Context: an optimization exercise on an open-source flow, tuned for small area, a short achievable clock period and few clock cycles per item. The choices shown serve that exercise and are no tape-out recipe. At most, simulation tests tie the RTL to the original design; equivalence was not proved. The RTL of runs 3, 4 and 7 was laid out without a check of its function.

==> design/flow/design.v <==
module division(input clk, input rst, input start, input [31:0] dividendo, divisor,
                output [31:0] cociente, residuo, output done);
reg [15:0] rem;       
reg [16:0] dv;        
reg [15:0] quo;       
reg [2:0]  cnt;       
reg        busy, done_r;
function [4:0] lzc16(input [15:0] v);
  integer k;
  reg found;
  begin
    lzc16 = 5'd16;
    found = 1'b0;
    for (k = 15; k >= 0; k = k - 1)
      if (!found && v[k]) begin
        lzc16 = 5'd15 - k[4:0];
        found = 1'b1;
      end
  end
endfunction
wire [15:0] n_in = dividendo[15:0];
wire [15:0] d_in = divisor[15:0];
wire [4:0]  lzn  = lzc16(n_in);
wire [4:0]  lzd  = lzc16(d_in);
wire [5:0]  diff = {1'b0, lzd} - {1'b0, lzn};         
wire [4:0]  jr   = {1'b0, diff[3:0]} + 5'd1;
wire [3:0]  jh   = lzd[4] ? 4'd8 : (diff[5] ? 4'd0 : jr[4:1]);   
wire [16:0] dv0  = {1'b0, d_in} << {jh, 1'b0};
wire        ge1 = ~dv[16] && (rem >= dv[15:0]);
wire [15:0] r1  = ge1 ? rem - dv[15:0] : rem;
wire        ge2 = (r1 >= dv[16:1]);
wire [15:0] r2  = ge2 ? r1 - dv[16:1] : r1;
always @(posedge clk) begin
  done_r <= 1'b0;
  if (rst) begin
    busy <= 1'b0;
  end else if (!busy) begin
    if (start) begin
      if (jh == 4'd0)
        done_r <= 1'b1;
      else
        busy <= 1'b1;
    end
  end else if (cnt == 3'd0) begin
    busy   <= 1'b0;
    done_r <= 1'b1;
  end
end
always @(posedge clk) begin
  if (!busy) begin
    rem <= n_in;
    dv  <= dv0;
    quo <= 16'd0;
    cnt <= jh[2:0] - 3'd1;
  end else begin
    rem <= r2;
    dv  <= {2'b0, dv[16:2]};
    quo <= {quo[13:0], ge1, ge2};
    cnt <= cnt - 3'd1;
  end
end
assign cociente = {16'd0, quo[14:0], ge1};
assign residuo  = {17'd0, r1[14:0]};
assign done     = done_r;
endmodule
==> design/flow/flow/run.sh <==
#!/bin/bash
# The standard layout (standard.sh) with three changes to how it is made:
# - synthesis maps with ABC on a delay-targeted, area-recovering script
#   (flow/abc_custom.script) and without the adder cell step;
# - ports are buffered with the smallest buffer;
# - repair_timing aims at setup margin 4 ns.
# Each ORFS step keeps its own log under orfs/logs; make's output goes to standard.log.
set -euo pipefail
F=$(pwd)/flow
bash standard.sh SETUP_SLACK_MARGIN=4 "BUFFER_PORTS_ARGS=-buffer_cell sky130_fd_sc_hd__buf_1" ADDER_MAP_FILE= SYNTH_SCRIPT=$F/synth_custom.tcl CUSTOM_ABC_SCRIPT=$F/abc_custom.script  finish > standard.log 2>&1
==> design/flow/flow/abc_custom.script <==
strash
dch
map -D 2500
topo
stime -c
buffer -c
upsize -c -D 2500
dnsize -c -D 2500
==> design/flow/flow/synth_custom.tcl <==
# The standard flow's synthesis script (ORFS synthesis without the fsm and share passes,
# flattened, function nets renamed), with ABC run on a delay-targeted
# area-recovering script instead of the default one.
proc synth {args} { yosys synth -nofsm -noshare {*}$args }
proc abc {args} {
  set i [lsearch -exact $args -script]
  if { $i >= 0 } {
    set args [lreplace $args [expr {$i + 1}] [expr {$i + 1}] $::env(CUSTOM_ABC_SCRIPT)]
  }
  yosys abc {*}$args
}
source $::env(SCRIPTS_DIR)/synth.tcl
# left out here: clear keep_hierarchy, flatten, clean up, hide names made inside functions, write 1_2_yosys.v
==> design/flow/standard.sh <==
#!/bin/bash
# synth_recipe.tcl (not shown) runs the flow's synth.tcl, then flattens the netlist and writes it again
# the make line also repeats each setting of config.mk as NAME=value (left out here)
make -C /OpenROAD-flow-scripts/flow DESIGN_CONFIG=/design/flow/config.mk WORK_HOME=/design/flow/orfs CLKGATE_MAP_FILE= SYNTH_SCRIPT=/design/flow/synth_recipe.tcl "${@:-finish}"
==> design/flow/config.mk <==
export PLATFORM = sky130hd
export DESIGN_NAME = division
export DESIGN_NICKNAME = division
export VERILOG_FILES = /design/flow/design.v
export SDC_FILE = /design/flow/constraint.sdc
export NUM_CORES = 4
export LEC_CHECK = 0
export CAP_MARGIN = 20
export CORE_MARGIN = 2
export CORE_UTILIZATION = 40
export PLACE_DENSITY = 0.6
export SETUP_SLACK_MARGIN = 4
export SLEW_MARGIN = 20
==> design/flow/constraint.sdc <==
create_clock -name core_clock -period 10.0 [get_ports {clk}]
set_input_delay 2.0000 -clock core_clock [delete_from_list [all_inputs] [get_ports {clk}]]
set_output_delay 2.0000 -clock core_clock [all_outputs]
set_load 0.01 [all_outputs]
==> results of run 1 <==
==> synth_stat cells, drive strengths merged, types with 2 or more instances <==
library cell / count / area share, %
xor2: 13 / 2.3
nand3: 28 / 3.3
o211ai: 14 / 2.4
xnor2: 12 / 2.2
o22ai: 6 / 0.77
o21ai: 92 / 10
inv: 117 / 9.0
clkbuf: 6 / 0.46
nor3: 10 / 1.4
nor2: 133 / 11
or2: 11 / 1.5
a21o: 5 / 0.80
a31oi: 7 / 1.6
a211oi: 2 / 0.31
a21oi: 61 / 6.7
o2111ai: 2 / 0.36
buf: 46 / 7.2
dfxtp: 53 / 22
o21a: 6 / 0.98
a22oi: 4 / 0.62
a221oi: 3 / 0.54
nor3b: 2 / 0.31
nand4: 4 / 0.64
o221ai: 2 / 0.36
nand2: 123 / 10
o21bai: 2 / 0.31
==> per-layer routing <==
metal / track usage, % / part of all wire [%]
met1: 27.2 / 49
met2: 31.8 / 46
met3: 1.69 / 3.5
met4: 5.53 / 1.5
met5: 0 / 0
==> kinds of logic (layout without fill, tap and decap cells) <==
family	count (synthesis)	in the layout	synth area share, %
compound gates	212	212	27.9
buf+inv	169	193	16.7
other cells	1	33	0.0772
simple gates	313	313	29.0
flops	53	53	21.8
xor+xnor	25	25	4.51
==> state kept, by name (all words and copies together), names as in the netlist <==
register,cells
cnt,3
quo,15
dv,17
rem,16
busy,1
done_r,1
==> worst max-delay path: stages <==
cell and delay (ns):
buf_1 0.10, nor2_1 0.18, nand3_1 0.12, nor2_1 0.15
nand2_1 0.09, nor2_1 0.13, nand2_1 0.11, nor2_1 0.17
nand2_1 0.11, nor4_2 0.27, o211ai_1 0.20, nand3_1 0.17
or2_1 0.18, nand3_2 0.09, nand2_1 0.12, o21ai_2 0.07
nand2_2 0.11, a21o_2 0.18, o21a_2 0.18, nand3_2 0.29
o21ai_0 0.46, nand3_1 0.17, o21ai_0 0.11
==> cell usage in the layout (no fill, tap or decap), drive strengths merged, types with 3 or more instances in the layout <==
cell      n
xor2     13
nor3     10
nand3    28
nand4     4
a22oi     4
o211ai   14
clkbuf    5
o22ai     6
buf      68
inv     119
a31oi     7
a221oi    3
nor2    133
conb     33
o21a      6
o21ai    92
or2      11
dfxtp    53
a21o      5
a21oi    61
xnor2    12
nand2   123
==> cell type report <==
class / count / area, µm² / share of cell area [%]
inverters: 117 / 439 / 8.44
repair buffers: 68 / 263 / 5.05
multi-input cells: 583 / 3110 / 59.7
clock inverters: 3 / 25.0 / 0.481
well taps: 147 / 184 / 3.53
flip-flops and latches: 53 / 1060 / 20.4
clock buffers: 5 / 125 / 2.40
==> how the worst min path moves through the flow <==
stage                     cells past startpoint                  to               start
after global placement                        2   quo[8]$_SDFF_PN0_   quo[6]$_SDFF_PN0_
after detailed placement                      2  quo[10]$_SDFF_PN0_   quo[8]$_SDFF_PN0_
final                                         2  quo[13]$_SDFF_PN0_  quo[11]$_SDFF_PN0_
after floorplan                               2  quo[10]$_SDFF_PN0_   quo[8]$_SDFF_PN0_
after CTS                                     2  quo[10]$_SDFF_PN0_   quo[8]$_SDFF_PN0_
after global routing                          2  quo[11]$_SDFF_PN0_   quo[9]$_SDFF_PN0_
==> metrics by stage <==
stage	hold slack [ns]
after detailed placement	0.411
after global placement	0.405
after global routing	0.437
final	0.418
after CTS	0.421
after floorplan	0.447
==> flow_metrics.env, run 1 <==
export IMPL_htreeDepth=2
export IMPL_dpl_cell_area_um2=5050
export IMPL_via_per_inst=4.95
export IMPL_fillers=1330
export IMPL_ys_seq_elements=53
export IMPL_max_cap_violations=0
export IMPL_antenna_found_initial=0
export IMPL_port_buffer_count=66
export IMPL_dp_cells=968
export IMPL_vias=4829
export IMPL_hold_class="flip-flop to flip-flop"
export IMPL_critPathLaunch="dividendo[15]"
export IMPL_cts_num_sinks=53
export IMPL_setup_violations=0
export IMPL_path_max_fanout=21
export IMPL_postSynthCellCount=773
export IMPL_cp_end_kind="flip-flop"
export IMPL_drt_iter0_drc=197
export IMPL_drcViolationCount=0
export IMPL_ys_seq_area_share_pct=21.8
export IMPL_track_usage_pct=19.4
export IMPL_synthFlopType="dfxtp_1"
export IMPL_fin_ws_ns=4.48
export IMPL_gp_congestion=0.914
export IMPL_report_final_slew_viol_count=0
export IMPL_period_share_pct=55.2
export IMPL_syn_avg_cell_area_um2=6.29
export IMPL_crit_path_end="dv[4]$_DFF_P_"
export IMPL_coreArea_um2=11900
export IMPL_stdcell_count=976
export IMPL_r2r_slack_ns=5.63
export IMPL_antennaDiodeCount=0
export IMPL_die_h_um=114
export IMPL_synth_edff_count=0
export IMPL_cts_setup_buffers=0
export IMPL_hold_viol=0
export IMPL_clockBufferDepth=2
export IMPL_cts_made_buffers=5
export IMPL_hold_buffers=0
export IMPL_initial_utilization_pct=40.8
export IMPL_root_buffer="clkbuf_16"
export IMPL_ys_warn_count=1
export IMPL_fin_nets=895
export IMPL_fin_crit_ns=5.52
export IMPL_syn_area_um2=4860
export IMPL_dp_slack_ns=4.26
export IMPL_die_w_um=114
export IMPL_r2r_start="dv[11]$_DFF_P_"
export IMPL_wl_um=12700
export IMPL_clkLatencyLatePin_ns=0.30
export IMPL_async_flop_share_pct=0
export IMPL_grt_pass1_wl_um=20400
export IMPL_worst_slew_pin_slew_ns=0.725
export IMPL_slew_headroom_pct=51.5
export IMPL_worst_endpoint_required_ns=10.23
export IMPL_r2r_end="rem[8]$_DFF_P_"
export IMPL_rsz0062_at_grt="no"
export IMPL_grt_overflow=0
export IMPL_post_drt_wl_per_cell_um=13.0
export IMPL_row_count=40
export IMPL_grt_pass1_vias=4246
export IMPL_area_growth_pct=7.11
export IMPL_dieArea_um2=13000
export IMPL_cts_tree="done"
export IMPL_dpl_hpwl_um=10300
export IMPL_cp_arrival_ns=5.75
export IMPL_fin_tns_setup_ns=0
export IMPL_status="timing/DRC/antenna clean"
export IMPL_rr_worst_depth=21
export IMPL_worstSetupStartpointType="input pin"
export IMPL_ant_nets=0
export IMPL_synth_cell_types=60
export IMPL_fmax_ghz=0.181
export IMPL_layout_drive_gt1_share_pct=11.6
export IMPL_cts_resized=0
export IMPL_dr_pass1_iters=5
export IMPL_grt_max_degree=38
export IMPL_boundaryPins=132
export IMPL_path_class="input pin to flip-flop"
export IMPL_fin_util_pct=43.7
export IMPL_fin_skew_ns=0.00605
export IMPL_clkTransAtPathRegs_ns=0.08
export IMPL_stdcell_area_um2=5200
Testbench counts, summed over its fixed seeds: cycles 12,906, items 4,000.
==> run 2, diff against run 1 <==
==> design/flow/flow/abc_custom.script (replaced) <==
strash
dch
map -D 3000
topo
stime -c
buffer -c
upsize -c -D 3000
dnsize -c -D 3000
==> run 2 against run 1 <==
- sequential share of layout area shrank 0.36 points
- via count grew 0.21%
- critical path depth increased by 4
- final cell count grew 0.31%
- first-iteration DRC count grew 6.6%
- routed wire length up 2.1%
- critical endpoint is now dv[0]$_DFF_P_
==> flow_metrics.env, run 2 <==
export IMPL_row_count=40
export IMPL_root_buffer="clkbuf_16"
export IMPL_max_cap_violations=0
export IMPL_hold_class="flip-flop to flip-flop"
export IMPL_synth_edff_count=0
export IMPL_gp_congestion=0.867
export IMPL_mostFrequentLayoutCells="121 x nor2_1, 106 x inv_1, 97 x nand2_1, 66 x buf_1, 60 x a21oi_1"
export IMPL_drt_iter0_drc=210
export IMPL_coreArea_um2=11900
export IMPL_clkTransAtPathRegs_ns=0.07
export IMPL_syn_avg_cell_area_um2=6.30
export IMPL_fin_nets=898
export IMPL_wl_um=12900
export IMPL_hold_viol=0
export IMPL_met3_usage_pct=2.13
export IMPL_synthTopCellsByCount="122 x nor2_1, 108 x inv_1, 98 x nand2_1, 63 x a21oi_1, 53 x dfxtp_1"
export IMPL_largest_register="dv"
export IMPL_ys_seq_area_share_pct=21.9
export IMPL_worst_slew_pin_slew_ns=0.896
export IMPL_grt_pass1_wl_um=20800
export IMPL_synthFlopType="dfxtp_1"
export IMPL_htreeDepth=2
export IMPL_worst_endpoint_required_ns=10.20
export IMPL_dieArea_um2=13000
export IMPL_busiest_layer="met2"
export IMPL_fin_crit_ns=5.51
export IMPL_ys_warn_count=1
export IMPL_antenna_found_initial=0
export IMPL_grt_pass1_vias=4413
export IMPL_post_drt_wl_per_cell_um=13.2
export IMPL_hold_ws_ns=0.420
export IMPL_die_w_um=114
export IMPL_final_common_cell="nor2_1"
export IMPL_postSynthCellCount=768
export IMPL_clkLatencyLatePin_ns=0.30
export IMPL_fin_skew_ns=0.00747
export IMPL_use_met1_pct=26.0
export IMPL_grtUsageMet2_pct=33.3
export IMPL_synth_cell_types=63
export IMPL_layout_drive_gt1_share_pct=14.7
export IMPL_via_per_inst=4.94
export IMPL_track_usage_pct=19.8
export IMPL_grt_overflow=0
export IMPL_vias=4839
export IMPL_path_max_fanout=9
export IMPL_fin_tns_setup_ns=0
export IMPL_status="timing/DRC/antenna clean"
export IMPL_period_share_pct=55.1
export IMPL_cp_end_kind="flip-flop"
export IMPL_dpl_hpwl_um=10400
export IMPL_cts_num_sinks=53
export IMPL_clockBufferDepth=2
export IMPL_dr_pass1_iters=4
export IMPL_slew_headroom_pct=40.2
export IMPL_setup_violations=0
export IMPL_antennaDiodeCount=0
export IMPL_ys_top_cells_by_area="dfxtp_1 22%, nor2_1 9.5%, inv_1 8.4%"
export IMPL_hold_buffers=0
export IMPL_rsz0062_at_grt="no"
export IMPL_cp_arrival_ns=5.71
export IMPL_dp_slack_ns=4.03
export IMPL_report_final_slew_viol_count=0
export IMPL_async_flop_share_pct=0
export IMPL_die_h_um=114
export IMPL_yosysMostFrequentCell="nor2_1"
export IMPL_syn_area_um2=4840
export IMPL_drcViolationCount=0
export IMPL_synth_top_area_share_pct=21.9
export IMPL_initial_utilization_pct=40.7
export IMPL_boundaryPins=132
export IMPL_worstSetupStartpointType="input pin"
export IMPL_fin_ws_ns=4.49
export IMPL_port_buffer_count=66
export IMPL_path_class="input pin to flip-flop"
export IMPL_ant_nets=0
export IMPL_largest_register_ffs=17
export IMPL_area_growth_pct=9.41
export IMPL_synth_top_cell_by_area="dfxtp_1"
export IMPL_fmax_ghz=0.182
export IMPL_ys_seq_elements=53
export IMPL_cts_tree="done"
export IMPL_cts_made_buffers=5
export IMPL_grt_max_degree=32
## run 2: cell types whose count changed after synthesis, sizes merged, moves of 4 or more
cell	change
o211ai	-8
o21ai	-8
nand2	-20
a21o	-4
nand3	-8
a22oi	-4
inv	+16
o21a	-5
nor2	+16
a21oi	+11
## run 2: logic make-up after synthesis
| kind of cell | count (synthesis) | share of synthesized area, % |
|---|---|---|
| AO/OA/AOI/OAI | 204 | 27.0 |
| XOR/XNOR | 27 | 4.88 |
| adder cells (fa/ha/maj) | 1 | 0.207 |
| buffers and inverters | 185 | 18.2 |
| flip-flops | 53 | 21.9 |
| other | 1 | 0.0774 |
| AND/OR/NAND/NOR | 297 | 27.8 |
## run 2: layout make-up
cell class / instances / area, µm²
Clock buffer: 6 / 139
Clock inverter: 2 / 13.8
Fill cell: 1335 / 6610
Inverter: 133 / 505
Multi-Input combinational cell: 563 / 3080
Sequential cell: 53 / 1060
Tap cell: 147 / 184
Timing Repair Buffer: 75 / 313
## run 2: per-layer routing
layer,up-vias,routed length [µm]
met5,-,0
met4,0,348
met3,22,631
met2,128,5940
met1,2128,6010
li1,2561,-
## run 2: critical path: stages
cell	delay (ns)
buf_1	0.12
nor2_1	0.17
nand3_1	0.12
nor2_2	0.12
nand2_1	0.07
nor2_1	0.12
nand2_1	0.09
nor2_1	0.12
nand2_1	0.09
nor2_2	0.11
nand2_1	0.10
nor2_2	0.15
nand3_1	0.11
nor2_1	0.13
a31oi_1	0.10
nand2_1	0.09
nand3_1	0.08
nand3_1	0.11
nand2_1	0.09
maj3_1	0.38
nand2_1	0.13
a21oi_2	0.09
nand3_4	0.18
clkinvlp_4	0.18
nor2_1	0.25
nand2_1	0.12
o32ai_1	0.28
## run 2: through the flow
stage,instances,utilization (%),area (µm²)
finish,979,44.5,5300
detailed placement,962,42.2,5020
global placement,962,42.2,5020
global route,979,44.5,5300
floorplan,800,-,4960
CTS,970,43.5,5180
## run 2: repair_timing
| item | 4_1_cts | 5_1_grt |
|---|---|---|
| setup endpoints to repair | 0 | 20 |
| resized for setup | 0 | 11 |
| hold endpoints to repair | 0 | 0 |
| buffers inserted | 0 | 8 |
## run 2: worst paths after layout
| kind | depth (start not counted) | slack (ns) | start | endpoint |
|---|---|---|---|---|
| hold reg to reg | 2 | 0.42 | quo[0]$_SDFF_PN0_ | quo[2]$_SDFF_PN0_ |
| setup / recovery | 27 | 4.49 | dividendo[15] | dv[0]$_DFF_P_ |
| hold / removal | 2 | 0.42 | quo[0]$_SDFF_PN0_ | quo[2]$_SDFF_PN0_ |
| setup reg to reg | 23 | 5.25 | dv[7]$_DFF_P_ | rem[0]$_DFF_P_ |
==> run 3, diff against run 2 <==
--- a/design/flow/design.v
+++ b/design/flow/design.v
@@ -3,7 +3,6 @@
 reg [15:0] rem;       
 reg [16:0] dv;        
 reg [15:0] quo;       
-reg [2:0]  cnt;       
 reg        busy, done_r;
 function [4:0] lzc16(input [15:0] v);
   integer k;
@@ -26,6 +25,7 @@
 wire [4:0]  jr   = {1'b0, diff[3:0]} + 5'd1;
 wire [3:0]  jh   = lzd[4] ? 4'd8 : (diff[5] ? 4'd0 : jr[4:1]);   
 wire [16:0] dv0  = {1'b0, d_in} << {jh, 1'b0};
+wire [16:0] mark = 17'h10000 >> {jh, 1'b0};                               
 wire        ge1 = ~dv[16] && (rem >= dv[15:0]);
 wire [15:0] r1  = ge1 ? rem - dv[15:0] : rem;
 wire        ge2 = (r1 >= dv[16:1]);
@@ -41,7 +41,7 @@
       else
         busy <= 1'b1;
     end
-  end else if (cnt == 3'd0) begin
+  end else if (quo[14]) begin
     busy   <= 1'b0;
     done_r <= 1'b1;
   end
@@ -50,13 +50,11 @@
   if (!busy) begin
     rem <= n_in;
     dv  <= dv0;
-    quo <= 16'd0;
-    cnt <= jh[2:0] - 3'd1;
+    quo <= mark[15:0];
   end else begin
     rem <= r2;
     dv  <= {2'b0, dv[16:2]};
     quo <= {quo[13:0], ge1, ge2};
-    cnt <= cnt - 3'd1;
   end
 end
 assign cociente = {16'd0, quo[14:0], ge1};
==> design/flow/flow/abc_custom.script (replaced) <==
strash
dch
map -D 2500
topo
stime -c
buffer -c
upsize -c -D 2500
dnsize -c -D 2500
==> run 3 against run 2 <==
- die area is 2.3% lower
- first-iteration DRC count is 41% higher
- via count is 0.56% higher
- final cell count is 1.9% lower
- critical endpoint is now dv[13]$_DFF_P_
- largest cell class unchanged
- highest routed layer unchanged
==> flow_metrics.env, run 3 <==
export IMPL_fin_crit_ns=5.63
export IMPL_gp_congestion=0.893
export IMPL_critPathLaunch="dividendo[15]"
export IMPL_synth_top_cell_by_area="dfxtp_1"
export IMPL_fin_ws_ns=4.37
export IMPL_initial_utilization_pct=41.2
export IMPL_track_usage_pct=20.8
export IMPL_synth_mux_area_share_pct=0.635
export IMPL_fin_nets=883
export IMPL_mostFrequentLayoutCells="121 x nor2_1, 110 x inv_1, 105 x nand2_1, 66 x buf_1, 50 x dfxtp_1"
export IMPL_largest_register_ffs=17
export IMPL_yosysMostFrequentCell="nor2_1"
export IMPL_post_drt_wl_per_cell_um=13.7
export IMPL_cts_num_sinks=50
export IMPL_status="timing/DRC/antenna clean"
export IMPL_r2r_start="dv[3]$_DFF_P_"
export IMPL_synth_xor_xnor_area_share_pct=4.45
export IMPL_grt_pass1_wl_um=21500
export IMPL_row_count=39
export IMPL_synthFlopType="dfxtp_1"
export IMPL_vias=4866
export IMPL_synth_top_area_share_pct=21.2
export IMPL_dr_pass1_iters=5
export IMPL_dpl_hpwl_um=10700
export IMPL_yosys_area_share_adder_pct=0
export IMPL_cp_arrival_ns=5.85
export IMPL_ys_warn_count=1
export IMPL_setup_violations=0
export IMPL_hold_viol=0
export IMPL_stdcell_count=960
export IMPL_period_share_pct=56.3
export IMPL_ys_seq_area_share_pct=21.2
export IMPL_dp_cells=952
export IMPL_syn_area_um2=4730
export IMPL_slew_headroom_pct=47.1
export IMPL_synth_cell_types=59
export IMPL_antenna_found_initial=0
export IMPL_synth_edff_count=0
export IMPL_fin_skew_ns=0.00380
export IMPL_boundaryPins=132
export IMPL_worstSetupStartpointType="input pin"
export IMPL_die_w_um=113
export IMPL_dp_slack_ns=4.13
export IMPL_drt_iter0_drc=296
export IMPL_synth_top_family_by_area="simple AND/OR/NAND/NOR gates"
export IMPL_hold_class="flip-flop to flip-flop"
export IMPL_dieArea_um2=12700
export IMPL_worst_slew_pin_slew_ns=0.792
export IMPL_fmax_ghz=0.178
export IMPL_antennaDiodeCount=0
export IMPL_layout_drive_gt1_share_pct=9.55
export IMPL_cts_setup_buffers=0
export IMPL_cp_cell_sequence="buf_1 -> nor2_1 -> nand3_1 -> nor2_1 -> nand4_1 -> nor2_2 -> nand3_2 -> nor3_4 -> nand4_1 -> nand4_1 -> or2_4 -> nand3_4 -> a31oi_4 -> nand2_1 -> a21oi_4 -> nand2_1 -> nor2_2 -> nor2_1 -> inv_1 -> o22ai_1 -> a21oi_1 -> nor2_1 -> o22ai_1"
export IMPL_drcViolationCount=0
export IMPL_grt_max_degree=41
export IMPL_postSynthCellCount=759
export IMPL_fin_tns_setup_ns=0
export IMPL_cpMaxStageDelayCell="nor2_2"
export IMPL_cts_resized=0
export IMPL_ys_seq_elements=50
export IMPL_cpPeakStageDelay_ns=0.54
export IMPL_grt_overflow=0
export IMPL_cts_tree="done"
export IMPL_wl_um=13100
export IMPL_synth_compound_area_share_pct=26.5
export IMPL_clockBufferDepth=2
export IMPL_area_growth_pct=8.00
export IMPL_path_class="input pin to flip-flop"
export IMPL_synthTopCellsByCount="121 x nor2_1, 110 x inv_1, 105 x nand2_1, 50 x dfxtp_1, 46 x o21ai_0"
export IMPL_syn_avg_cell_area_um2=6.23
export IMPL_die_h_um=113
export IMPL_ys_top_cells_by_area="dfxtp_1 21%, nor2_1 9.6%, inv_1 8.7%"
export IMPL_rsz0062_at_grt="no"
export IMPL_grt_pass1_vias=4451
export IMPL_cts_made_buffers=5
export IMPL_report_final_slew_viol_count=0
export IMPL_coreArea_um2=11500
export IMPL_hold_start="quo[7]$_SDFF_PN0_"
export IMPL_port_buffer_count=66
export IMPL_clkTransAtPathRegs_ns=0.07
export IMPL_htreeDepth=2
export IMPL_via_per_inst=5.07
export IMPL_final_common_cell="nor2_1"
export IMPL_root_buffer="clkbuf_16"
export IMPL_largest_register="dv"
export IMPL_ant_nets=0
export IMPL_clkLatencyLatePin_ns=0.29
export IMPL_async_flop_share_pct=0
export IMPL_crit_top_cell="nor2_1"
export IMPL_synth_simple_area_share_pct=29.8
export IMPL_cp_end_kind="flip-flop"
export IMPL_hold_buffers=0
export IMPL_max_cap_violations=0
export IMPL_worst_endpoint_required_ns=10.22
export IMPL_path_max_fanout=16
[run 3: cell count changes after synthesis, moves of 5 or more]
cell     change
a21oi_1     -21
inv_2       -10
nand2_1      +7
nor2_2       -5
o21a_1       +5
o21ai_0     +18
o21ai_1     -12
o22ai_1      +9
xnor2_1      -5
[run 3: final cells by class]
type,instances,area [µm²]
Multi-Input combinational cell,567,3020
Inverter,124,465
Fill cell,1248,6360
Timing Repair Buffer,68,263
Tap cell,143,179
Clock buffer,5,125
Clock inverter,3,47.5
Sequential cell,50,1000
[run 3: worst paths after layout]
check	to	slack (ns)	cells after the start
hold / removal	quo[9]$_SDFF_PN0_	0.42	2
hold reg to reg	quo[9]$_SDFF_PN0_	0.42	2
setup / recovery	dv[13]$_DFF_P_	4.37	23
setup reg to reg	rem[13]$_DFF_P_	5.39	23
[run 3: routing by layer]
| metal | up-vias | global-route usage [%] | part of all wire (%) |
|---|---|---|---|
| met5 | - | 0 | 0 |
| met4 | 0 | 5.93 | 2.2 |
| met2 | 129 | 34.7 | 46 |
| met3 | 20 | 2.20 | 4.6 |
| li1 | 2556 | - | - |
| met1 | 2161 | 28.5 | 48 |
[run 3: cell families after synthesis]
logic type	after synthesis
AO/OA/AOI/OAI	201
buffers and inverters	174
AND/OR/NAND/NOR	306
multiplexers	3
XOR/XNOR	24
other	1
flip-flops	50
[run 3: worst max-delay path, delay by kind of cell]
| kind | cells | cell delay, ns |
|---|---|---|
| AND/OR/NAND/NOR | 16 | 2.91 |
| AO/OA/AOI/OAI | 5 | 0.67 |
| buffers and inverters | 2 | 0.27 |
[run 3: per-stage QoR]
step / hold slack [ns] / util (%) / cell area (µm²)
CTS: 0.424 / 44.5 / 5100
detailed placement: 0.415 / 43.0 / 4930
floorplan: 0.447 / - / 4850
finish: 0.422 / 44.5 / 5100
global route: 0.443 / 44.5 / 5100
global placement: 0.408 / 43.0 / 4930
==> run 4, diff against run 3 <==
==> design/flow/flow/run.sh (replaced) <==
#!/bin/bash
# The standard layout (standard.sh) with three changes to how it is made:
# - synthesis maps with ABC on a delay-targeted, area-recovering script
#   (flow/abc_custom.script) and without the adder cell step;
# - ports are buffered with the smallest buffer;
# - repair_timing aims at setup margin 4.5 ns.
# Each ORFS step keeps its own log under orfs/logs; make's output goes to standard.log.
set -euo pipefail
F=$(pwd)/flow
bash standard.sh SETUP_SLACK_MARGIN=4.5 "BUFFER_PORTS_ARGS=-buffer_cell sky130_fd_sc_hd__buf_1" ADDER_MAP_FILE= SYNTH_SCRIPT=$F/synth_custom.tcl CUSTOM_ABC_SCRIPT=$F/abc_custom.script  finish > standard.log 2>&1
==> run 4 against run 3 <==
- clock-buffer cell count did not move
- utilization grew 1.5 points
- routed wire length up 2.5%
- clock skew grew 0.0012 ns
- non-clock buffer count increased by 14
- die area is the same
- setup slack better by 0.32 ns
- largest cell class unchanged
- hold slack improved by 0.00055 ns
- critical path type unchanged
- highest routed layer unchanged
- global-route usage barely moved
==> flow_metrics.env, run 4 <==
export IMPL_status="timing/DRC/antenna clean"
export IMPL_antenna_found_initial=0
export IMPL_synth_edff_count=0
export IMPL_track_usage_pct=20.8
export IMPL_postSynthCellCount=759
export IMPL_synth_top_area_share_pct=21.2
export IMPL_fin_tns_setup_ns=0
export IMPL_dr_pass1_iters=5
export IMPL_yosysMostFrequentCell="nor2_1"
export IMPL_synth_top_cell_by_area="dfxtp_1"
export IMPL_cts_tree="done"
export IMPL_grt_pass1_wl_um=21500
export IMPL_slew_headroom_pct=47.8
export IMPL_root_buffer="clkbuf_16"
export IMPL_report_final_slew_viol_count=0
export IMPL_dpl_hpwl_um=10700
export IMPL_row_count=39
export IMPL_clockBufferDepth=2
export IMPL_ys_seq_area_share_pct=21.2
export IMPL_path_class="input pin to flip-flop"
export IMPL_ant_nets=0
export IMPL_die_w_um=113
export IMPL_synth_cell_types=59
export IMPL_largest_register_ffs=17
export IMPL_vias=4987
export IMPL_worst_endpoint_required_ns=10.18
export IMPL_synthTopCellsByCount="121 x nor2_1, 110 x inv_1, 105 x nand2_1, 50 x dfxtp_1, 46 x o21ai_0"
export IMPL_async_flop_share_pct=0
export IMPL_rsz0062_at_grt="yes"
export IMPL_coreArea_um2=11500
export IMPL_antennaDiodeCount=0
export IMPL_final_common_cell="nor2_1"
export IMPL_path_max_fanout=10
export IMPL_ys_seq_elements=50
export IMPL_syn_area_um2=4730
export IMPL_fmax_ghz=0.188
export IMPL_boundaryPins=132
export IMPL_cp_arrival_ns=5.48
export IMPL_fin_skew_ns=0.00499
export IMPL_hold_ws_ns=0.423
export IMPL_grt_max_degree=41
export IMPL_worst_slew_pin_slew_ns=0.782
export IMPL_port_buffer_count=66
export IMPL_worstSetupStartpointType="input pin"
export IMPL_via_per_inst=5.11
export IMPL_setup_violations=0
export IMPL_htreeDepth=2
export IMPL_drt_iter0_drc=311
export IMPL_clkTransAtPathRegs_ns=0.07
export IMPL_drcViolationCount=0
export IMPL_grt_pass1_vias=4458
export IMPL_cts_made_buffers=5
export IMPL_synthFlopType="dfxtp_1"
export IMPL_fin_crit_ns=5.31
export IMPL_layout_drive_gt1_share_pct=12.1
export IMPL_fin_nets=899
export IMPL_initial_utilization_pct=41.2
export IMPL_hold_viol=0
export IMPL_cp_end_kind="flip-flop"
export IMPL_period_share_pct=53.1
export IMPL_mostFrequentLayoutCells="119 x nor2_1, 109 x inv_1, 104 x nand2_1, 66 x buf_1, 50 x dfxtp_1"
export IMPL_wl_um=13500
export IMPL_hold_class="flip-flop to flip-flop"
export IMPL_gp_congestion=0.893
export IMPL_ys_warn_count=1
export IMPL_dieArea_um2=12700
export IMPL_ys_top_cells_by_area="dfxtp_1 21%, nor2_1 9.6%, inv_1 8.7%"
export IMPL_grt_overflow=0
export IMPL_area_growth_pct=11.7
export IMPL_max_cap_violations=0
export IMPL_clkLatencyLatePin_ns=0.30
export IMPL_post_drt_wl_per_cell_um=13.8
export IMPL_cts_num_sinks=50
export IMPL_largest_register="dv"
export IMPL_die_h_um=113
export IMPL_syn_avg_cell_area_um2=6.23
export IMPL_hold_buffers=0
run 4: cell counts after synthesis:
No cell type changed its count.
run 4: cells by family (layout without fill, tap and decap cells):
| logic type | count (synthesis) | after routing | share of synthesized area, % |
|---|---|---|---|
| xor gates and xnor gates | 24 | 24 | 4.45 |
| AOI/OAI and AO/OA | 201 | 201 | 26.5 |
| other | 1 | 33 | 0.0794 |
| DFF | 50 | 50 | 21.2 |
| muxes | 3 | 3 | 0.635 |
| buffers and inverters | 174 | 214 | 17.4 |
| and+or+nand+nor | 306 | 308 | 29.8 |
run 4: worst paths after layout:
check	startpoint	to	slack, ns	cells past startpoint
worst max-delay path	dividendo[15]	dv[11]$_DFF_P_	4.69	23
worst min-delay path	quo[7]$_SDFF_PN0_	quo[9]$_SDFF_PN0_	0.42	2
worst max register to register	dv[3]$_DFF_P_	rem[13]$_DFF_P_	5.41	23
worst min register to register	quo[7]$_SDFF_PN0_	quo[9]$_SDFF_PN0_	0.42	2
run 4: area by class of cell:
cell class,count,area [µm²]
Clock buffer,5,125
Clock inverter,3,47.5
Fill cell,1243,6190
Inverter,124,469
Multi-Input combinational cell,569,3090
Sequential cell,50,1000
Tap cell,143,179
Timing Repair Buffer,82,368
run 4: worst max-delay path: stages:
cell        delay (ns)
buf_1             0.12
nor2_1            0.16
nand3_1           0.14
nor2_2            0.17
nand4_1           0.20
nor2_2            0.21
nand3_2           0.12
nor3_4            0.19
nand4_1           0.16
nand4_1           0.17
or2_4             0.18
nand3_4           0.10
a31oi_4           0.18
nand2_1           0.12
a21oi_4           0.24
nand2_2           0.13
inv_1             0.13
nand2_4           0.11
clkinvlp_4        0.12
nor2_4            0.05
inv_2             0.18
a32o_1            0.21
o21ai_1           0.07
run 4: what timing repair did:
action	CTS	global route
gates cloned	0	2
pin swaps	0	8
buffers inserted	0	14
resized for setup	2	11
endpoints found under the setup margin	8	20
run 4: per-stage QoR:
step / utilization [%] / cell area [µm²] / setup slack [ns] / std cells
after floorplan: - / 4850 / 5.21 / 791
after global placement: 43.0 / 4930 / 4.11 / 952
after detailed placement: 43.0 / 4930 / 4.13 / 952
after CTS: 44.6 / 5120 / 4.57 / 960
after global routing: 46.0 / 5280 / 4.45 / 976
final: 46.0 / 5280 / 4.69 / 976
run 4: metal layers:
layer / global-route usage, % / up-vias / part of all wire (%) / wire length (µm)
met2: 34.8 / 164 / 45 / 6120
met3: 2.20 / 25 / 5.9 / 801
li1: - / 2592 / - / -
met1: 28.4 / 2206 / 46 / 6200
met5: 0 / - / 0 / 0
met4: 5.85 / 0 / 2.6 / 356
==> run 5, diff against run 4 <==
--- a/design/flow/design.v
+++ b/design/flow/design.v
@@ -3,6 +3,7 @@
 reg [15:0] rem;       
 reg [16:0] dv;        
 reg [15:0] quo;       
+reg [2:0]  cnt;       
 reg        busy, done_r;
 function [4:0] lzc16(input [15:0] v);
   integer k;
@@ -25,7 +26,6 @@
 wire [4:0]  jr   = {1'b0, diff[3:0]} + 5'd1;
 wire [3:0]  jh   = lzd[4] ? 4'd8 : (diff[5] ? 4'd0 : jr[4:1]);   
 wire [16:0] dv0  = {1'b0, d_in} << {jh, 1'b0};
-wire [16:0] mark = 17'h10000 >> {jh, 1'b0};                               
 wire        ge1 = ~dv[16] && (rem >= dv[15:0]);
 wire [15:0] r1  = ge1 ? rem - dv[15:0] : rem;
 wire        ge2 = (r1 >= dv[16:1]);
@@ -41,7 +41,7 @@
       else
         busy <= 1'b1;
     end
-  end else if (quo[14]) begin
+  end else if (cnt == 3'd0) begin
     busy   <= 1'b0;
     done_r <= 1'b1;
   end
@@ -50,11 +50,13 @@
   if (!busy) begin
     rem <= n_in;
     dv  <= dv0;
-    quo <= mark[15:0];
+    quo <= 16'd0;
+    cnt <= jh[2:0] - 3'd1;
   end else begin
     rem <= r2;
     dv  <= {2'b0, dv[16:2]};
     quo <= {quo[13:0], ge1, ge2};
+    cnt <= cnt - 3'd1;
   end
 end
 assign cociente = {16'd0, quo[14:0], ge1};
==> design/flow/flow/run.sh (replaced) <==
#!/bin/bash
# The standard layout (standard.sh) with three changes to how it is made:
# - synthesis maps with ABC on a delay-targeted, area-recovering script
#   (flow/abc_custom.script) and without the adder cell step;
# - ports are buffered with the smallest buffer;
# - repair_timing aims at setup margin 5 ns.
# Each ORFS step keeps its own log under orfs/logs; make's output goes to standard.log.
set -euo pipefail
F=$(pwd)/flow
bash standard.sh SETUP_SLACK_MARGIN=5 "BUFFER_PORTS_ARGS=-buffer_cell sky130_fd_sc_hd__buf_1" ADDER_MAP_FILE= SYNTH_SCRIPT=$F/synth_custom.tcl CUSTOM_ABC_SCRIPT=$F/abc_custom.script  finish > standard.log 2>&1
==> run 5 against run 4 <==
- global-route usage grew 0.060 points
- critical endpoint is now dv[13]$_DFF_P_
- sequential share of layout area shrank 1.2 points
- clock-buffer cell count unchanged
- design area is 13% higher
==> flow_metrics.env, run 5 <==
export IMPL_status="timing/DRC/antenna clean"
export IMPL_drcViolationCount=0
export IMPL_crit_top_cell="nand2_1"
export IMPL_grt_pass1_vias=4605
export IMPL_die_h_um=114
export IMPL_fin_skew_ns=0.00738
export IMPL_setup_violations=0
export IMPL_synth_edff_count=0
export IMPL_area_growth_pct=22.9
export IMPL_fin_tns_setup_ns=0
export IMPL_clkLatencyLatePin_ns=0.30
export IMPL_cpMaxStageDelayCell="o21ai_0"
export IMPL_rr_worst_depth=22
export IMPL_period_share_pct=49.7
export IMPL_ys_seq_elements=53
export IMPL_ant_nets=0
export IMPL_fin_ws_ns=5.03
export IMPL_cp_cell_sequence="buf_8 -> nor2_4 -> nand3_2 -> nor2_2 -> nand2_1 -> nor2_1 -> nand2_1 -> nor2_2 -> nand2_2 -> nor4_4 -> o211ai_1 -> nand3_1 -> or2_4 -> nand2_1 -> or2_2 -> a21oi_4 -> nand2_4 -> o21ai_0 -> a21oi_2 -> a22oi_1 -> nand2_1"
export IMPL_clkTransAtPathRegs_ns=0.07
export IMPL_rsz0062_at_grt="yes"
export IMPL_grt_overflow=0
export IMPL_yosysMostFrequentCell="nor2_1"
export IMPL_grt_pass1_wl_um=22000
export IMPL_path_class="input pin to flip-flop"
export IMPL_r2r_end="rem[11]$_DFF_P_"
export IMPL_fmax_ghz=0.201
export IMPL_hold_start="quo[11]$_SDFF_PN0_"
export IMPL_post_drt_wl_per_cell_um=14.1
export IMPL_min_path_cells=2
export IMPL_row_count=40
export IMPL_largest_register_ffs=17
export IMPL_cts_tree="done"
export IMPL_port_buffer_count=66
export IMPL_synth_top_area_share_pct=21.8
export IMPL_ys_warn_count=1
export IMPL_final_common_cell="nor2_1"
export IMPL_drt_iter0_drc=227
export IMPL_hold_viol=0
export IMPL_grt_max_degree=38
export IMPL_initial_utilization_pct=40.8
export IMPL_worst_endpoint_required_ns=10.19
export IMPL_max_cap_violations=0
export IMPL_cts_made_buffers=5
export IMPL_report_final_slew_viol_count=0
export IMPL_dp_slack_ns=4.26
export IMPL_hold_class="flip-flop to flip-flop"
export IMPL_hold_buffers=0
export IMPL_track_usage_pct=20.8
export IMPL_cts_num_sinks=53
export IMPL_root_buffer="clkbuf_16"
export IMPL_dr_pass1_iters=4
export IMPL_htreeDepth=2
export IMPL_via_per_inst=5.07
export IMPL_ys_seq_area_share_pct=21.8
export IMPL_hold_ws_ns=0.418
export IMPL_fin_crit_ns=4.97
export IMPL_dpl_hpwl_um=10300
export IMPL_layout_drive_gt1_share_pct=23.3
export IMPL_syn_area_um2=4860
export IMPL_synth_top_cell_by_area="dfxtp_1"
export IMPL_fin_nets=939
export IMPL_worst_slew_pin_slew_ns=0.731
export IMPL_coreArea_um2=11900
export IMPL_r2r_start="dv[5]$_DFF_P_"
export IMPL_antennaDiodeCount=0
export IMPL_cpPeakStageDelay_ns=0.33
export IMPL_syn_avg_cell_area_um2=6.29
export IMPL_ys_top_cells_by_area="dfxtp_1 22%, nor2_1 9.1%, nand2_1 8.8%"
export IMPL_cp_arrival_ns=5.16
export IMPL_async_flop_share_pct=0
export IMPL_boundaryPins=132
export IMPL_synthFlopType="dfxtp_1"
export IMPL_vias=5176
export IMPL_postSynthCellCount=773
export IMPL_antenna_found_initial=0
export IMPL_mostFrequentLayoutCells="107 x nor2_1, 101 x nand2_1, 90 x inv_1, 60 x buf_1, 53 x dfxtp_1"
export IMPL_worstSetupStartpointType="input pin"
export IMPL_dieArea_um2=13000
export IMPL_path_max_fanout=14
export IMPL_r2r_slack_ns=5.72
export IMPL_slew_headroom_pct=51.1
export IMPL_largest_register="dv"
export IMPL_synth_cell_types=60
export IMPL_synthTopCellsByCount="118 x nor2_1, 114 x nand2_1, 96 x inv_1, 57 x a21oi_1"
export IMPL_wl_um=14300
export IMPL_cp_end_kind="flip-flop"
export IMPL_clockBufferDepth=2
export IMPL_min_to="quo[13]$_SDFF_PN0_"
export IMPL_gp_congestion=0.914
export IMPL_die_w_um=114
==> run 5: cell count changes after synthesis, sizes merged, moves of 5 or more <==
cell    delta
nand2     +15
a21oi     +12
o22ai     -12
o211ai    +10
inv        -7
nor2       -7
xnor2      +6
nand3      +5
o21ai      +5
xor2       -5
==> run 5: cell type report <==
| cell class | count | area, µm² |
|---|---|---|
| clock buffers | 5 | 125 |
| clock inverters | 3 | 25.0 |
| fillers | 1264 | 5940 |
| inverters | 117 | 447 |
| multi-input cells | 587 | 3510 |
| flip-flops and latches | 53 | 1060 |
| well taps | 147 | 184 |
| repair buffers | 108 | 614 |
==> run 5: how the worst max path moves through the flow <==
stage,from,endpoint,slack [ns]
after floorplan,divisor[15],dv[14]$_DFF_P_,5.11
after CTS,divisor[14],dv[14]$_DFF_P_,4.98
after global routing,divisor[15],dv[11]$_DFF_P_,4.82
after global placement,dividendo[15],dv[14]$_DFF_P_,4.28
after detailed placement,dividendo[15],dv[14]$_DFF_P_,4.26
final,dividendo[15],dv[13]$_DFF_P_,5.03
==> run 5: stage by stage <==
step | cells | utilization (%) | cell area, µm²
4_1_cts | 1007 | 47.6 | 5680
6_report | 1020 | 50.1 | 5970
3_3_place_gp | 968 | 42.4 | 5050
2_1_floorplan | 805 | - | 4980
5_1_grt | 1020 | 50.1 | 5970
3_5_place_dp | 968 | 42.4 | 5050
==> run 5: cells by family after synthesis <==
family	count (synthesis)	synth area share, %
and+or+nand+nor	313	29.0
xor gates and xnor gates	25	4.51
buffers and inverters	169	16.7
DFF	53	21.8
other	1	0.0772
AOI/OAI and AO/OA	212	27.9
==> run 5: layer usage <==
layer	share of wire, %	track usage [%]	up-vias
li1	-	-	2683
met1	45	27.9	2354
met2	48	35.3	113
met3	3.8	1.80	26
met4	2.5	6.99	0
met5	0	0	-
==> run 5: critical path, delay by kind of cell <==
| family | cells | cell delay, ns |
|---|---|---|
| simple gates | 15 | 2.03 |
| compound gates | 5 | 1.02 |
| buf+inv | 1 | 0.10 |
==> run 5: repair_timing <==
item,CTS,global route
gates resized for setup,71,56
pin swaps,35,43
endpoints found under the setup margin,21,26
cloned,3,1
buffers inserted,28,12
Testbench counts of run 5, summed over its fixed seeds: cycles 12,906, items 4,000.
==> run 6, diff against run 5 <==
==> design/flow/flow/abc_custom.script (replaced) <==
strash
dch
map -D 3000
topo
stime -c
buffer -c
upsize -c -D 3000
dnsize -c -D 3000
==> run 6 against run 5 <==
- still clean
- setup slack worse by 0.43 ns
- non-clock buffer count is 45 higher
- critical path depth is 9 higher
- fmax is 7.9% lower
- register-to-register slack worse by 0.04 ns
==> flow_metrics.env, run 6 <==
export IMPL_grt_pass1_vias=5062
export IMPL_r2r_slack_ns=5.68
export IMPL_antennaDiodeCount=0
export IMPL_ys_warn_count=1
export IMPL_setup_violations=0
export IMPL_layout_drive_gt1_share_pct=32.2
export IMPL_drcViolationCount=0
export IMPL_async_flop_share_pct=0
export IMPL_stdcell_area_um2=6590
export IMPL_clockBufferDepth=2
export IMPL_synthTopCellsByCount="122 x nor2_1, 108 x inv_1, 98 x nand2_1, 63 x a21oi_1, 53 x dfxtp_1"
export IMPL_largest_register="dv"
export IMPL_fmax_ghz=0.185
export IMPL_gp_congestion=0.867
export IMPL_synthFlopType="dfxtp_1"
export IMPL_syn_avg_cell_area_um2=6.30
export IMPL_cts_tree="done"
export IMPL_dp_cells=962
export IMPL_die_w_um=114
export IMPL_grt_max_degree=32
export IMPL_ys_seq_elements=53
export IMPL_boundaryPins=132
export IMPL_cpMaxStageDelayCell="maj3_2"
export IMPL_synth_top_cell_by_area="dfxtp_1"
export IMPL_largest_register_ffs=17
export IMPL_syn_area_um2=4840
export IMPL_wl_um=16200
export IMPL_coreArea_um2=11900
export IMPL_clkTransAtPathRegs_ns=0.07
export IMPL_cpPeakStageDelay_ns=0.36
export IMPL_synth_top_area_share_pct=21.9
export IMPL_crit_top_cell="nor2_4"
export IMPL_fin_skew_ns=0.00933
export IMPL_stdcell_count=1060
export IMPL_die_h_um=114
export IMPL_worst_slew_pin_slew_ns=0.930
export IMPL_rsz0062_at_grt="yes"
export IMPL_report_final_slew_viol_count=0
export IMPL_period_share_pct=54.0
export IMPL_clkLatencyLatePin_ns=0.30
export IMPL_cts_made_buffers=5
export IMPL_postSynthCellCount=768
export IMPL_area_growth_pct=36.0
export IMPL_cts_num_sinks=53
export IMPL_drt_iter0_drc=231
export IMPL_fin_nets=979
export IMPL_htreeDepth=2
export IMPL_grt_overflow=0
export IMPL_fin_tns_setup_ns=0
export IMPL_ys_top_cells_by_area="dfxtp_1 22%, nor2_1 9.5%, inv_1 8.4%"
export IMPL_dieArea_um2=13000
export IMPL_synth_edff_count=0
export IMPL_track_usage_pct=23.0
export IMPL_fin_crit_ns=5.40
export IMPL_dpl_cell_area_um2=5020
export IMPL_path_max_fanout=6
export IMPL_path_class="input pin to flip-flop"
export IMPL_dr_pass1_iters=4
export IMPL_hold_class="flip-flop to flip-flop"
export IMPL_mostFrequentLayoutCells="103 x nor2_1, 96 x inv_1, 79 x nand2_1, 67 x buf_4, 60 x buf_1"
export IMPL_final_common_cell="nor2_1"
export IMPL_row_count=40
export IMPL_post_drt_wl_per_cell_um=15.3
export IMPL_worst_endpoint_required_ns=10.17
export IMPL_yosysMostFrequentCell="nor2_1"
export IMPL_antenna_found_initial=0
export IMPL_grt_pass1_wl_um=24000
export IMPL_dpl_hpwl_um=10400
export IMPL_worstSetupStartpointType="input pin"
export IMPL_hold_viol=0
export IMPL_ys_seq_area_share_pct=21.9
export IMPL_max_cap_violations=0
export IMPL_port_buffer_count=66
export IMPL_fin_util_pct=55.3
export IMPL_ant_nets=0
export IMPL_status="timing/DRC/antenna clean"
export IMPL_slew_headroom_pct=37.9
export IMPL_cp_end_kind="flip-flop"
export IMPL_synth_cell_types=63
export IMPL_via_per_inst=5.09
export IMPL_cp_arrival_ns=5.56
export IMPL_initial_utilization_pct=40.7
export IMPL_root_buffer="clkbuf_16"
export IMPL_vias=5391
run 6: cell count changes after synthesis, moves of 5 or more:
cell,delta
o211ai_1,-8
o21ai_1,+19
o21ai_0,-25
nand2_1,-16
a21oi_1,+6
nor2_2,+9
inv_1,+12
nand3_1,-6
nand2_2,-5
run 6: path summary, 6_finish.rpt:
check                          from  depth (start not counted)                 to
hold / removal    quo[6]$_SDFF_PN0_                          2  quo[8]$_SDFF_PN0_
setup reg to reg     rem[3]$_DFF_P_                         25     rem[3]$_DFF_P_
hold reg to reg   quo[6]$_SDFF_PN0_                          2  quo[8]$_SDFF_PN0_
setup / recovery        divisor[13]                         30     dv[13]$_DFF_P_
run 6: area by class of cell:
class                   count  area [µm²]
repair buffers            153        1040
inverters                 133         512
clock buffers               6         139
multi-input cells         566        3640
flip-flops and latches     53        1060
clock inverters             2        13.8
fillers                  1149        5330
well taps                 147         184
run 6: through the flow:
stage          worst slack, ns  hold slack (ns)
2_1_floorplan             5.02            0.447
3_3_place_gp              4.06            0.409
3_5_place_dp              4.03            0.410
4_1_cts                   4.91            0.422
5_1_grt                   4.39            0.437
6_report                  4.60            0.419
run 6: kinds of logic after synthesis:
family                   Yosys count  synth area share (%)
other                              1                0.0774
AO/OA/AOI/OAI                    204                  27.0
flip-flops                        53                  21.9
buffers and inverters            185                  18.2
adder cells (fa/ha/maj)            1                 0.207
XOR/XNOR                          27                  4.88
AND/OR/NAND/NOR                  297                  27.8
run 6: what timing repair did:
action / CTS / global route
setup buffers: 64 / 22
setup endpoints to repair: 27 / 35
pin swaps: 28 / 42
gates cloned: 4 / 0
hold buffers: 0 / 0
resized for setup: 120 / 76
run 6: critical path: cells and delay by family:
kind | cells | cell delay [ns]
AO/OA/AOI/OAI | 4 | 0.40
adder cells (fa/ha/maj) | 1 | 0.36
buffers and inverters | 4 | 0.58
AND/OR/NAND/NOR | 21 | 2.24
run 6: routing by layer:
metal | track usage [%] | up-vias | part of all wire, %
met5 | 0 | - | 0
met4 | 10.4 | 0 | 3.9
met3 | 2.18 | 52 | 4.1
met2 | 40.4 | 175 | 49
met1 | 28.5 | 2440 | 43
li1 | - | 2724 | -
==> run 7, diff against run 6 <==
==> design/flow/design.v (replaced) <==
module division(input clk, input rst, input start, input [31:0] dividendo, divisor,
                output [31:0] cociente, residuo, output done);
reg [15:0] rem;       
reg [16:0] dv;        
reg [15:0] quo;       
reg        busy, done_r;
wire [15:0] n_in = dividendo[15:0];
wire [15:0] d_in = divisor[15:0];
wire [16:0] m2;
assign m2[0] = 1'b1;
genvar i, t;
generate for (i = 1; i < 17; i = i + 1) begin : g_m2
  assign m2[i] = |n_in[15:i-1];
end endgenerate
wire [9:0] tt;
assign tt[0] = 1'b1;
assign tt[9] = 1'b0;
generate for (t = 1; t < 9; t = t + 1) begin : g_tt
  wire [32:0] sd = {17'd0, d_in} << (2 * t);
  assign tt[t] = ~|(sd & ~{16'd0, m2});
end endgenerate
wire [8:0] sel = tt[8:0] & ~tt[9:1];
reg [16:0] dv0;
integer k;
always @* begin
  dv0 = 17'd0;
  for (k = 0; k < 9; k = k + 1)
    dv0 = dv0 | ({17{sel[k]}} & ({1'b0, d_in} << (2 * k)));
end
wire [15:0] mark;
generate for (t = 0; t < 8; t = t + 1) begin : g_mark
  assign mark[15 - 2*t] = 1'b0;
  assign mark[14 - 2*t] = sel[t + 1];
end endgenerate
wire        ge1 = ~dv[16] && (rem >= dv[15:0]);
wire [15:0] r1  = ge1 ? rem - dv[15:0] : rem;
wire        ge2 = (r1 >= dv[16:1]);
wire [15:0] r2  = ge2 ? r1 - dv[16:1] : r1;
always @(posedge clk) begin
  done_r <= 1'b0;
  if (rst) begin
    busy <= 1'b0;
  end else if (!busy) begin
    if (start) begin
      if (sel[0])
        done_r <= 1'b1;
      else
        busy <= 1'b1;
    end
  end else if (quo[14]) begin
    busy   <= 1'b0;
    done_r <= 1'b1;
  end
end
always @(posedge clk) begin
  if (!busy) begin
    rem <= n_in;
    dv  <= dv0;
    quo <= mark;
  end else begin
    rem <= r2;
    dv  <= {2'b0, dv[16:2]};
    quo <= {quo[13:0], ge1, ge2};
  end
end
assign cociente = {16'd0, quo[14:0], ge1};
assign residuo  = {17'd0, r1[14:0]};
assign done     = done_r;
endmodule
==> design/flow/flow/run.sh (replaced) <==
#!/bin/bash
# The standard layout (standard.sh) with three changes to how it is made:
# - synthesis maps with ABC on a delay-targeted, area-recovering script
#   (flow/abc_custom.script) and without the adder cell step;
# - ports are buffered with the smallest buffer;
# - repair_timing aims at setup margin 4 ns.
# Each ORFS step keeps its own log under orfs/logs; make's output goes to standard.log.
set -euo pipefail
F=$(pwd)/flow
bash standard.sh SETUP_SLACK_MARGIN=4 "BUFFER_PORTS_ARGS=-buffer_cell sky130_fd_sc_hd__buf_1" ADDER_MAP_FILE= SYNTH_SCRIPT=$F/synth_custom.tcl CUSTOM_ABC_SCRIPT=$F/abc_custom.script  finish > standard.log 2>&1
==> design/flow/flow/abc_custom.script (replaced) <==
strash
dch
map -D 2500
topo
stime -c
buffer -c
upsize -c -D 2500
dnsize -c -D 2500
==> run 7 against run 6 <==
- largest cell class unchanged
- highest routed layer unchanged
- synthesized cell count shrank 0.39%
- die area increased by 0.18%
- clock-buffer cell count increased by 1
- routed wire length shrank 6.6%
- still clean
==> flow_metrics.env, run 7 <==
export IMPL_mostFrequentLayoutCells="117 x nor2_1, 98 x nand2_1, 85 x inv_1, 66 x buf_1"
export IMPL_drt_iter0_drc=269
export IMPL_cts_tree="done"
export IMPL_r2r_start="dv[7]$_DFF_P_"
export IMPL_min_path_cells=2
export IMPL_root_buffer="clkbuf_16"
export IMPL_cpPeakStageDelay_ns=0.24
export IMPL_ys_seq_elements=50
export IMPL_wl_um=15100
export IMPL_grt_overflow=0
export IMPL_synthTopCellsByCount="118 x nor2_1, 100 x nand2_1, 85 x inv_1, 50 x dfxtp_1, 49 x a21oi_1"
export IMPL_critPathLaunch="dividendo[15]"
export IMPL_cts_num_sinks=50
export IMPL_clkTransAtPathRegs_ns=0.07
export IMPL_initial_utilization_pct=40.7
export IMPL_slew_headroom_pct=34.8
export IMPL_synthFlopType="dfxtp_1"
export IMPL_port_buffer_count=66
export IMPL_clockBufferDepth=2
export IMPL_hold_start="cociente[8]$_SDFF_PN0_"
export IMPL_status="timing/DRC/antenna clean"
export IMPL_grt_pass1_wl_um=24300
export IMPL_fin_nets=885
export IMPL_htreeDepth=2
export IMPL_syn_avg_cell_area_um2=6.34
export IMPL_ant_nets=0
export IMPL_worst_endpoint_required_ns=10.13
export IMPL_dpl_hpwl_um=11900
export IMPL_clkLatencyLatePin_ns=0.30
export IMPL_area_growth_pct=7.45
export IMPL_fin_tns_setup_ns=0
export IMPL_postSynthCellCount=765
export IMPL_cts_made_buffers=5
export IMPL_hold_buffers=0
export IMPL_die_h_um=114
export IMPL_dr_pass1_iters=4
export IMPL_vias=5288
export IMPL_fin_util_pct=43.8
export IMPL_worst_slew_pin_slew_ns=0.978
export IMPL_path_max_fanout=10
export IMPL_ys_warn_count=1
export IMPL_hold_viol=0
export IMPL_cp_cell_sequence="buf_1 -> nor2_1 -> inv_2 -> nor2_1 -> inv_2 -> nor2_1 -> inv_2 -> nor2_1 -> inv_1 -> nor2_2 -> nand2_2 -> nor3_4 -> nand2_1 -> o22ai_1 -> a21o_1 -> nor4_1 -> nand2_2 -> inv_2 -> nand2_1 -> o22ai_1 -> a221oi_1 -> o221ai_1 -> a21oi_1 -> a21oi_1"
export IMPL_setup_violations=0
export IMPL_rsz0062_at_grt="no"
export IMPL_drcViolationCount=0
export IMPL_gp_congestion=0.956
export IMPL_seq_area_um2=1000
export IMPL_ys_seq_area_share_pct=20.6
export IMPL_async_flop_share_pct=0
export IMPL_fmax_ghz=0.183
export IMPL_boundaryPins=132
export IMPL_layout_drive_gt1_share_pct=10.5
export IMPL_largest_register_ffs=17
export IMPL_fin_crit_ns=5.47
export IMPL_coreArea_um2=11900
export IMPL_via_per_inst=5.47
export IMPL_row_count=40
export IMPL_post_drt_wl_per_cell_um=15.6
export IMPL_fillers=1314
export IMPL_yosysMostFrequentCell="nor2_1"
export IMPL_synth_cell_types=60
export IMPL_grt_max_degree=50
export IMPL_dp_slack_ns=3.90
export IMPL_max_cap_violations=0
export IMPL_report_final_slew_viol_count=0
export IMPL_multi_input_area_um2=3190
export IMPL_path_buf_inv=6
export IMPL_period_share_pct=54.7
export IMPL_synth_edff_count=0
export IMPL_cp_arrival_ns=5.60
export IMPL_die_w_um=114
export IMPL_ys_top_cells_by_area="dfxtp_1 21%, nor2_1 9.1%, nand2_1 7.7%"
export IMPL_synth_top_area_share_pct=20.6
export IMPL_worstSetupStartpointType="input pin"
export IMPL_path_class="input pin to flip-flop"
export IMPL_cp_top_family="simple AND/OR/NAND/NOR gates"
export IMPL_final_common_cell="nor2_1"
export IMPL_worst_path_stages=24
export IMPL_dieArea_um2=13000
export IMPL_track_usage_pct=23.3
export IMPL_fin_ws_ns=4.53
export IMPL_largest_register="dv"
export IMPL_hold_class="flip-flop to flip-flop"
export IMPL_cp_end_kind="flip-flop"
export IMPL_rr_worst_depth=20
export IMPL_fin_skew_ns=0.00875
export IMPL_antennaDiodeCount=0
export IMPL_synth_top_cell_by_area="dfxtp_1"
export IMPL_syn_area_um2=4850
export IMPL_cpMaxStageDelayCell="nor2_1"
export IMPL_antenna_found_initial=0
export IMPL_grt_pass1_vias=4894
[run 7: cell count changes after synthesis, moves of 5 or more]
cell      before  now
xor2_1        16   11
o21ai_0       28   35
o22ai_1        9   31
o21ai_1       47   27
inv_2         24   18
a21oi_2        7    2
nor3_1         5   12
nor4_1         2   12
a21oi_1       63   49
inv_1        108   85
o221ai_1       3   13
clkbuf_1       7   14
o21a_2         0    5
nor2_2        22    8
[run 7: cells by family after synthesis]
kind of cell           Yosys count  synth area share (%)
AO/OA/AOI/OAI                  233                  32.0
flip-flops                      50                  20.6
AND/OR/NAND/NOR                298                  27.4
buffers and inverters          163                  16.3
XOR/XNOR                        20                  3.61
other                            1                0.0773
[run 7: final timing paths]
kind	end	slack, ns
setup / recovery	dv[16]$_SDFF_PP0_	4.53
hold / removal	cociente[10]$_SDFF_PN0_	0.42
setup reg to reg	rem[7]$_DFF_P_	5.02
hold reg to reg	cociente[10]$_SDFF_PN0_	0.42
[run 7: final cells by class]
cell class | count | share of cell area, %
sequential | 50 | 19.2
multi-input combinational | 584 | 61.2
clock buffer | 7 | 2.74
tap | 147 | 3.53
inverter | 106 | 7.63
clock inverter | 1 | 0.168
timing repair buffer | 71 | 5.47
[run 7: worst reg2reg max path, cell delays in order (launching register included)]
cell	delay [ns]
dfxtp_1	0.34
inv_1	0.14
nor2_1	0.06
nor2_1	0.25
nand2_1	0.15
nor4_1	0.26
a21oi_1	0.20
o21a_2	0.29
nor2_4	0.71
nand3_1	0.20
o21ai_2	0.14
nor2_1	0.09
nor2_1	0.23
nand2_1	0.14
inv_1	0.07
nand2_1	0.07
or4_4	0.43
o21ai_2	0.70
a21oi_1	0.15
o21ai_1	0.11
o21ai_1	0.08
[run 7: what timing repair did]
| action | CTS | global route |
|---|---|---|
| resized for setup | 0 | 4 |
| buffers inserted | 0 | 3 |
| setup endpoints to repair | 0 | 11 |
[run 7: through the flow]
step | area, µm² | hold slack, ns | instances
after CTS | 5180 | 0.423 | 963
after global placement | 5020 | 0.409 | 955
after global routing | 5210 | 0.442 | 966
final | 5210 | 0.421 | 966
after detailed placement | 5020 | 0.413 | 955
after floorplan | 4970 | 0.447 | 797
[run 7: routing by layer]
metal  GRT usage (%)  part of all wire, %
met3            2.49                  7.7
met4            9.02                  2.8
met2            37.2                   44
met1            32.3                   46
met5               0                    0

==> static timing again, ports no longer ideal <==
In the flow no input, the clock included, has a driving cell. The finished layouts below were timed again as built, in two steps.
Step 1 assumes that a clkbuf_16 drives the clock port and a buf_2 every other input.
Step 2 moves the port delays by t, midway between the first and last clock arrival at a register: inputs arrive t later, outputs are due t later. That takes back most of the time a late clock gives input paths.
Slacks: ideal / step 1 / step 2; pairs: ideal / step 1.
run | t, ns | setup slack, ns | worst data-port slew with drivers (ns)
run 1 | 0.331 | 4.478 / 4.485 / 4.154 | 0.04
run 2 | 0.334 | 4.493 / 4.507 / 4.174 | 0.03
run 3 | 0.329 | 4.371 / 4.385 / 4.056 | 0.03
run 4 | 0.330 | 4.695 / 4.709 / 4.379 | 0.03
run 5 | 0.334 | 5.031 / 5.019 / 4.686 | 0.06
run 6 | 0.334 | 4.603 / 4.599 / 4.265 | 0.06
run 7 | 0.329 | 4.532 / 4.550 / 4.221 | 0.04
After both steps setup and hold are still met in every run listed. For run 5, which loses most, drivers alone change the setup slack by -0.012 ns; drivers and shift together by -0.345 ns.
